This is an optimization exercise on Yosys and OpenROAD, whose aim is a short achievable clock period and few clock cycles, not a production implementation. RTL that was checked went through simulation tests only; none was proved equivalent to the original. Power and IR drop assume default switching activity.

==> inputs of wip/nickel <==
==> flow/design.v (excerpt) <==
module cpu(clock,resetn,imem_addr,imem_rdata,dmem_addr,dmem_we,dmem_wdata,dmem_rdata,
           rf_we,rf_waddr,rf_wdata);
make LEC_CHECK=0 CAP_MARGIN=20 CORE_MARGIN=2 CORE_UTILIZATION=40 SETUP_SLACK_MARGIN=2.7 SLEW_MARGIN=20 SYNTH_HIERARCHICAL=1 finish   # period 5.0 ns
run.sh (not shown) runs the stock make flow with config.mk's settings and CLKGATE_MAP_FILE= SYNTH_SCRIPT=/design/flow/synth_recipe.tcl, a recipe that flattens the netlist after the stock synthesis.
==> wip/maple (differences from wip/nickel) <==
--- a/flow/design.v
+++ b/flow/design.v
@@ -116,59 +116,68 @@
 pfx17 l1(.g(g0), .p(p0), .gl({g0[15:0], 1'b0}),  .pl({p0[15:0], 1'b1}),  .go(g1), .po(p1));
 pfx17 l2(.g(g1), .p(p1), .gl({g1[14:0], 2'b0}),  .pl({p1[14:0], 2'b11}), .go(g2), .po(p2));
 pfx17 l3(.g(g2), .p(p2), .gl({g2[12:0], 4'b0}),  .pl({p2[12:0], 4'hf}),  .go(g3), .po(p3));
 pfx17 l4(.g(g3), .p(p3), .gl({g3[8:0], 8'b0}),   .pl({p3[8:0], 8'hff}),  .go(g4), .po(p4));
 xor16  u_s (.a(p), .b(g4[15:0]), .y(sum));
 xnor16 u_sn(.a(p), .b(g4[15:0]), .y(sumn));
 endmodule
-module ao16(sa,sb,c,a,b,y);
+module mux16i(s,a,b,y);
+input         s;
+input  [15:0] a, b;
+output [15:0] y;
+assign y = ~(s ? b : a);
+endmodule
+module ao16i(sa,sb,c,a,b,y);
 input         sa, sb, c;
 input  [15:0] a, b;
 output [15:0] y;
-assign y = ({16{sa}} & a) | ({16{sb}} & b) | {16{c}};
+assign y = ({16{sa}} & ~a) | ({16{sb}} & ~b) | {16{c}};
 endmodule
-module ao16n(sa,sb,c,a,b,y);
+module ao16in(sa,sb,c,a,b,y);
 input         sa, sb, c;
 input  [15:0] a, b;
 output [15:0] y;
-assign y = ~(({16{sa}} & a) | ({16{sb}} & b) | {16{c}});
+assign y = ~(({16{sa}} & ~a) | ({16{sb}} & ~b) | {16{c}});
 endmodule
-module shifter(x,s,big,fill,l,r,ln,rn);
-input  [15:0] x;
-input  [3:0]  s;
+module shifter(xl,xr,sl,sr,big,fill,l,r,ln,rn);
+input  [15:0] xl, xr;
+input  [3:0]  sl, sr;
 input         big;
 input         fill;
 output [15:0] l, r, ln, rn;
-wire [15:0] l1, l2, l3, r1, r2, r3;
-mux16 ul1(.s(s[0]), .a(x),  .b({x[14:0], 1'b0}),  .y(l1));
-mux16 ul2(.s(s[1]), .a(l1), .b({l1[13:0], 2'b0}), .y(l2));
-mux16 ul3(.s(s[2]), .a(l2), .b({l2[11:0], 4'b0}), .y(l3));
-mux16 ur1(.s(s[0]), .a(x),  .b({fill, x[15:1]}),        .y(r1));
-mux16 ur2(.s(s[1]), .a(r1), .b({{2{fill}}, r1[15:2]}),  .y(r2));
-mux16 ur3(.s(s[2]), .a(r2), .b({{4{fill}}, r2[15:4]}),  .y(r3));
-wire sa = !s[3] & !big;
-wire sb = s[3] & !big;
+wire [15:0] l1n, l2, l3n, r1n, r2, r3n;
+mux16i ul1(.s(sl[0]), .a(xl),  .b({xl[14:0], 1'b0}),   .y(l1n));
+mux16i ul2(.s(sl[1]), .a(l1n), .b({l1n[13:0], 2'b11}), .y(l2));
+mux16i ul3(.s(sl[2]), .a(l2),  .b({l2[11:0], 4'b0}),   .y(l3n));
+mux16i ur1(.s(sr[0]), .a(xr),  .b({fill, xr[15:1]}),         .y(r1n));
+mux16i ur2(.s(sr[1]), .a(r1n), .b({{2{!fill}}, r1n[15:2]}),  .y(r2));
+mux16i ur3(.s(sr[2]), .a(r2),  .b({{4{fill}}, r2[15:4]}),    .y(r3n));
+wire la = !sl[3] & !big;
+wire lb = sl[3] & !big;
+wire ra = !sr[3] & !big;
+wire rb = sr[3] & !big;
 wire bf = big & fill;
-ao16  ul4 (.sa(sa), .sb(sb), .c(1'b0), .a(l3), .b({l3[7:0], 8'b0}), .y(l));
-ao16n ul4n(.sa(sa), .sb(sb), .c(1'b0), .a(l3), .b({l3[7:0], 8'b0}), .y(ln));
-ao16  ur4 (.sa(sa), .sb(sb), .c(bf), .a(r3), .b({{8{fill}}, r3[15:8]}), .y(r));
-ao16n ur4n(.sa(sa), .sb(sb), .c(bf), .a(r3), .b({{8{fill}}, r3[15:8]}), .y(rn));
+ao16i  ul4 (.sa(la), .sb(lb), .c(1'b0), .a(l3n), .b({l3n[7:0], 8'hff}), .y(l));
+ao16in ul4n(.sa(la), .sb(lb), .c(1'b0), .a(l3n), .b({l3n[7:0], 8'hff}), .y(ln));
+ao16i  ur4 (.sa(ra), .sb(rb), .c(bf), .a(r3n), .b({{8{!fill}}, r3n[15:8]}), .y(r));
+ao16in ur4n(.sa(ra), .sb(rb), .c(bf), .a(r3n), .b({{8{!fill}}, r3n[15:8]}), .y(rn));
 endmodule
-module alu_module(cin,lsel,sra,a,b,xa,xb,sum,sumn,lg,shl,shr,shln,shrn,big,fill);
+module alu_module(cin,lsel,sra,a,b,xa,xb,xl,xr,sal,sar,sum,sumn,lg,shl,shr,shln,shrn,big,fill);
 input         cin;
 input  [1:0]  lsel;
 input         sra;
-input  [15:0] a, b, xa, xb;
+input  [15:0] a, b, xa, xb, xl, xr;
+input  [3:0]  sal, sar;
 output [15:0] sum, sumn, lg, shl, shr, shln, shrn;
 output        big, fill;
 ks_adder add(.a(a), .b(b), .cin(cin), .sum(sum), .sumn(sumn));
 assign lg   = lsel[1] ? (lsel[0] ? ~xa : (xa | xb)) : (xa & xb);
 assign big  = |xb[15:4];
-assign fill = sra & xa[15];
-shifter sh(.x(xa), .s(xb[3:0]), .big(big), .fill(fill), .l(shl), .r(shr), .ln(shln), .rn(shrn));
+assign fill = sra & xr[15];
+shifter sh(.xl(xl), .xr(xr), .sl(sal), .sr(sar), .big(big), .fill(fill), .l(shl), .r(shr), .ln(shln), .rn(shrn));
 endmodule
 `timescale 1ns/10ps
 module mem_module(clock,resetn,st,base,off,sdata,dmem_addr,dmem_we,dmem_wdata);
 input         clock;
 input         resetn;
 input         st;
 input  [15:0] base;
@@ -211,26 +220,60 @@
     rf_we <= wen;
 always @(posedge clock) begin
     rf_waddr <= waddr;
     rf_wdata <= wdata;
 end
 endmodule
 `timescale 1ns/10ps
+module aoi22_16(s0,s1,d0,d1,y);
+input         s0, s1;
+input  [15:0] d0, d1;
+output [15:0] y;
+assign y = ~(({16{s0}} & d0) | ({16{s1}} & d1));
+endmodule
+module aoi21_16(s,d,o,y);
+input         s;
+input  [15:0] d, o;
+output [15:0] y;
+assign y = ~(({16{s}} & d) | o);
+endmodule
+module nand2_16(a,b,y);
+input  [15:0] a, b;
+output [15:0] y;
+assign y = ~(a & b);
+endmodule
+module nand4_16(a,b,c,d,y);
+input  [15:0] a, b, c, d;
+output [15:0] y;
+assign y = ~(a & b & c & d);
+endmodule
+module inv16(a,y);
+input  [15:0] a;
+output [15:0] y;
+assign y = ~a;
+endmodule
 module fsel3(s0,s1,s2,d0,d1,d2,o,y);
 input         s0, s1, s2;
 input  [15:0] d0, d1, d2, o;
 output [15:0] y;
-assign y = ({16{s0}} & d0) | ({16{s1}} & d1) | ({16{s2}} & d2) | o;
+wire   [15:0] n1, n2;
+aoi22_16 u1(.s0(s0), .s1(s1), .d0(d0), .d1(d1), .y(n1));
+aoi21_16 u2(.s(s2), .d(d2), .o(o), .y(n2));
+nand2_16 u3(.a(n1), .b(n2), .y(y));
 endmodule
 module fsel6(s0,s1,s2,s3,s4,s5,d0,d1,d2,d3,d4,d5,o,y);
 input         s0, s1, s2, s3, s4, s5;
 input  [15:0] d0, d1, d2, d3, d4, d5, o;
 output [15:0] y;
-assign y = ({16{s0}} & d0) | ({16{s1}} & d1) | ({16{s2}} & d2)
-         | ({16{s3}} & d3) | ({16{s4}} & d4) | ({16{s5}} & d5) | o;
+wire   [15:0] n1, n2, n3, n4;
+aoi22_16 u1(.s0(s0), .s1(s1), .d0(d0), .d1(d1), .y(n1));
+aoi22_16 u2(.s0(s2), .s1(s3), .d0(d2), .d1(d3), .y(n2));
+aoi22_16 u3(.s0(s4), .s1(s5), .d0(d4), .d1(d5), .y(n3));
+inv16    u4(.a(o), .y(n4));
+nand4_16 u5(.a(n1), .b(n2), .c(n3), .d(n4), .y(y));
 endmodule
 module fwd_detect(rs1,rs2,rd,ex_wen,ex_rd,mem_wen,mem_rd,e1,e2,ed,m1,m2,md);
 input  [2:0] rs1, rs2, rd, ex_rd, mem_rd;
 input        ex_wen, mem_wen;
 output       e1, e2, ed, m1, m2, md;
 assign e1 = ex_wen && (ex_rd == rs1);
 assign e2 = ex_wen && (ex_rd == rs2);
@@ -261,15 +304,17 @@
 wire [10:0] dec_sel;
 wire        dec_wen;
 wire        dec_imm;
 decode_module decode(.op(op), .rd(rd), .sel(dec_sel), .wen(dec_wen), .imm(dec_imm));
 wire use1     = (op != 4'd0);                                   
 wire use2     = (op != 4'd0) && (op <= 4'd8) && (op != 4'd5);   
 wire dec_add  = dec_sel[0] | dec_sel[1];                        
-wire dec_xa   = |dec_sel[10:2];                                 
+wire dec_shl  = dec_sel[5];                                     
+wire dec_shr  = dec_sel[6] | dec_sel[7];                        
+wire dec_xa   = (|dec_sel[10:8]) | (|dec_sel[4:2]);              
 wire dec_xb   = |dec_sel[7:2];                                  
 wire dec_sub  = dec_sel[1];
 wire dec_bpos = dec_sel[0] & !dec_imm;                          
 reg         ex_wen, ex_ld;
 reg  [2:0]  ex_rd;
 reg         ex_usum, ex_ulg, ex_ush, ex_shr;    
 wire [15:0] ex_sum, ex_sumn, ex_lg, ex_shl, ex_shrv, ex_shln, ex_shrn;
@@ -292,29 +337,42 @@
 wire ex_sl  = ex_ush & !ex_shr;
 wire ex_sr  = ex_ush & ex_shr;
 wire [15:0] ex_early = {16{ex_ulg}} & ex_lg;
 wire [15:0] o1 = e1 ? ex_early : m1 ? mem_res : rf1;
 wire [15:0] o2 = e2 ? ex_early : m2 ? mem_res : rf2;
 wire late2 = e2 & (ex_usum | ex_sl | ex_sr);
 wire [15:0] vd = md ? mem_res : rfd;
-wire [15:0] ex_a_n, ex_b_n, ex_xa_n, ex_xb_n;
+wire [15:0] ex_a_n, ex_b_n, ex_xa_n, ex_xb_n, ex_xl_n, ex_xr_n, ex_sl_n, ex_sr_n;
 fsel3 sel_a (.s0(dec_add & e1 & ex_usum), .s1(dec_add & e1 & ex_sl), .s2(dec_add & e1 & ex_sr),
              .d0(ex_sum), .d1(ex_shl), .d2(ex_shrv),
              .o({16{dec_add}} & o1), .y(ex_a_n));
 fsel3 sel_xa(.s0(dec_xa & e1 & ex_usum), .s1(dec_xa & e1 & ex_sl), .s2(dec_xa & e1 & ex_sr),
              .d0(ex_sum), .d1(ex_shl), .d2(ex_shrv),
              .o({16{dec_xa}} & o1), .y(ex_xa_n));
 fsel3 sel_xb(.s0(dec_xb & e2 & ex_usum), .s1(dec_xb & e2 & ex_sl), .s2(dec_xb & e2 & ex_sr),
              .d0(ex_sum), .d1(ex_shl), .d2(ex_shrv),
              .o({16{dec_xb}} & o2), .y(ex_xb_n));
+fsel3 sel_xl(.s0(dec_shl & e1 & ex_usum), .s1(dec_shl & e1 & ex_sl), .s2(dec_shl & e1 & ex_sr),
+             .d0(ex_sum), .d1(ex_shl), .d2(ex_shrv),
+             .o({16{dec_shl}} & o1), .y(ex_xl_n));
+fsel3 sel_xr(.s0(dec_shr & e1 & ex_usum), .s1(dec_shr & e1 & ex_sl), .s2(dec_shr & e1 & ex_sr),
+             .d0(ex_sum), .d1(ex_shl), .d2(ex_shrv),
+             .o({16{dec_shr}} & o1), .y(ex_xr_n));
+fsel3 sel_sl(.s0(dec_shl & e2 & ex_usum), .s1(dec_shl & e2 & ex_sl), .s2(dec_shl & e2 & ex_sr),
+             .d0(ex_sum), .d1(ex_shl), .d2(ex_shrv),
+             .o({16{dec_shl}} & o2), .y(ex_sl_n));
+fsel3 sel_sr(.s0(dec_shr & e2 & ex_usum), .s1(dec_shr & e2 & ex_sl), .s2(dec_shr & e2 & ex_sr),
+             .d0(ex_sum), .d1(ex_shl), .d2(ex_shrv),
+             .o({16{dec_shr}} & o2), .y(ex_sr_n));
 fsel6 sel_b (.s0(dec_bpos & e2 & ex_usum), .s1(dec_bpos & e2 & ex_sl), .s2(dec_bpos & e2 & ex_sr),
              .s3(dec_sub & e2 & ex_usum),  .s4(dec_sub & e2 & ex_sl),  .s5(dec_sub & e2 & ex_sr),
              .d0(ex_sum), .d1(ex_shl), .d2(ex_shrv), .d3(ex_sumn), .d4(ex_shln), .d5(ex_shrn),
              .o(dec_imm ? sx : dec_sub ? (late2 ? 16'd0 : ~o2) : dec_bpos ? o2 : 16'd0), .y(ex_b_n));
-reg  [15:0] ex_a, ex_b, ex_xa, ex_xb, ex_s, ex_sx;
+reg  [15:0] ex_a, ex_b, ex_xa, ex_xb, ex_xl, ex_xr, ex_s, ex_sx;
+reg  [3:0]  ex_sal, ex_sar;
 reg  [3:0]  ex_bc;
 reg  [1:0]  ex_lsel;
 reg         ex_st, ex_cin, ex_sra, ex_sfwd;
 always @(posedge clock or negedge resetn)
 if (!resetn) begin
     ex_usum <= 1'b0;
     ex_ulg  <= 1'b0;
@@ -338,22 +396,26 @@
     ex_sfwd <= ed;
 end
 always @(posedge clock) begin
     ex_a    <= ex_a_n;
     ex_b    <= ex_b_n;
     ex_xa   <= ex_xa_n;
     ex_xb   <= ex_xb_n;
+    ex_xl   <= ex_xl_n;
+    ex_xr   <= ex_xr_n;
+    ex_sal  <= ex_sl_n[3:0];
+    ex_sar  <= ex_sr_n[3:0];
     ex_cin  <= dec_sub;
     ex_s    <= vd;
     ex_sx   <= sx;
     ex_lsel <= {dec_sel[3] | dec_sel[4], dec_sel[4]};
     ex_shr  <= dec_sel[6] | dec_sel[7];
     ex_sra  <= dec_sel[7];
 end
-alu_module alu(.cin(ex_cin), .lsel(ex_lsel), .sra(ex_sra), .a(ex_a), .b(ex_b),
+alu_module alu(.cin(ex_cin), .lsel(ex_lsel), .sra(ex_sra), .a(ex_a), .b(ex_b), .xl(ex_xl), .xr(ex_xr), .sal(ex_sal), .sar(ex_sar),
                .xa(ex_xa), .xb(ex_xb), .sum(ex_sum), .sumn(ex_sumn), .lg(ex_lg),
                .shl(ex_shl), .shr(ex_shrv), .shln(ex_shln), .shrn(ex_shrn),
                .big(ex_big), .fill(ex_fill));
 wire [15:0] alu_res;
 fsel3 sel_m(.s0(ex_usum), .s1(ex_sl), .s2(ex_sr), .d0(ex_sum), .d1(ex_shl), .d2(ex_shrv),
             .o(ex_early), .y(alu_res));
 mem_module mem(.clock(clock), .resetn(resetn), .st(ex_st), .base(ex_xa), .off(ex_sx),
Settings changed: SETUP_SLACK_MARGIN 2.7 to 3.1.
==> summary of the runs <==
Against wip/nickel, the register-to-register slack of wip/maple is better by 270 ps. Of wip/nickel and wip/maple, wip/maple has the higher die area (gap about 12%, measured against wip/maple). Between wip/nickel and wip/maple, the lower power is in wip/nickel (gap about 11%, measured against wip/maple). Of wip/nickel and wip/maple, wip/maple has the higher critical path depth (gap 2). Between wip/nickel and wip/maple, the lower first-iteration DRC count is in wip/nickel (gap about 24%, measured against wip/maple). Of wip/maple and wip/nickel, wip/nickel has the higher clock skew (gap 22 ps). In wip/maple the count of clock-buffer cells in the layout is higher than in wip/nickel, by 7. Global-route usage: wip/maple is higher than wip/nickel (4.5 points). Against wip/nickel, the sequential power of wip/maple is higher by about 8%.
==> figures <==
quantity	wip/nickel	wip/maple
First-pass iteration count of the detailed router	7	9
Post-Place Setup Slack	1100 ps	786 ps
Worst r2r src	ex_xb[0]	ex_sar[0]
Slowest cell on the critical path	sky130_fd_sc_hd__a222oi_1	sky130_fd_sc_hd__a221o_2
Tightest slew margin relative to the limit	31.5%	44.1%
Core area	60,000 um^2	68,200 um^2
Die outline area	62,400 um^2	70,700 um^2
Clock Latency Late Sink	600 ps	610 ps
Number of fillers in the final layout	5,540	5,632
Dpl cells	3,234	3,700
Run status	no timing/DRC/antenna violations	no timing/DRC/antenna violations
Commonest non-fill, non-tap cell in the layout	sky130_fd_sc_hd__and2_1	sky130_fd_sc_hd__buf_4
Detailed route wirelength on metal3	6020 um	9370 um
Fraction of area in registers	26.4%	22.6%
Highest signal layer in the routed design	met5	met4
Cell row count	90	96
Logic depth of the worst setup path including buffers	8	10
Proportion of power drawn by the clock network	27.3%	27.5%
Share of final-layout standard cells stronger than drive strength 1	29.0%	45.4%
Vias per inst	6.00	6.03
Testbench counts of wip/maple, summed over its fixed seeds: cycles 41,155.
Function not checked in wip/nickel: the RTL went through the layout flow alone.

## static timing again, ports no longer ideal
The results above use ideal ports. As a check the final layouts listed here were re-extracted and re-timed, cells and wires unchanged. Step 1, drivers: a clkbuf_16 drives clock and a buf_2 each remaining input, both assumed. Step 2, shift: input delay + t, output delay - t, t = (earliest + latest rising clock arrival at the registers) / 2. This alone moves slack from input paths to output paths. Three values: no drivers, after step 1, after step 2; two values: the first two.
| run | shift t [ns] | setup slack, ns | worst hold slack (ns) | worst slew at a driven data input, ns | pins driven straight from the clock port |
|---|---|---|---|---|---|
| wip/nickel | 0.644 | 2.285 / 2.285 / 1.838 | 0.360 / 0.360 / 0.360 | 0.07 | 1 |
| wip/maple | 0.665 | 2.560 / 2.494 / 1.828 | 0.360 / 0.316 / 0.379 | 0.20 | 1 |
After both steps setup and hold are still met in every run listed. The setup slack of wip/maple, which loses most, moves by -0.066 ns with the drivers and by -0.732 ns with both steps.
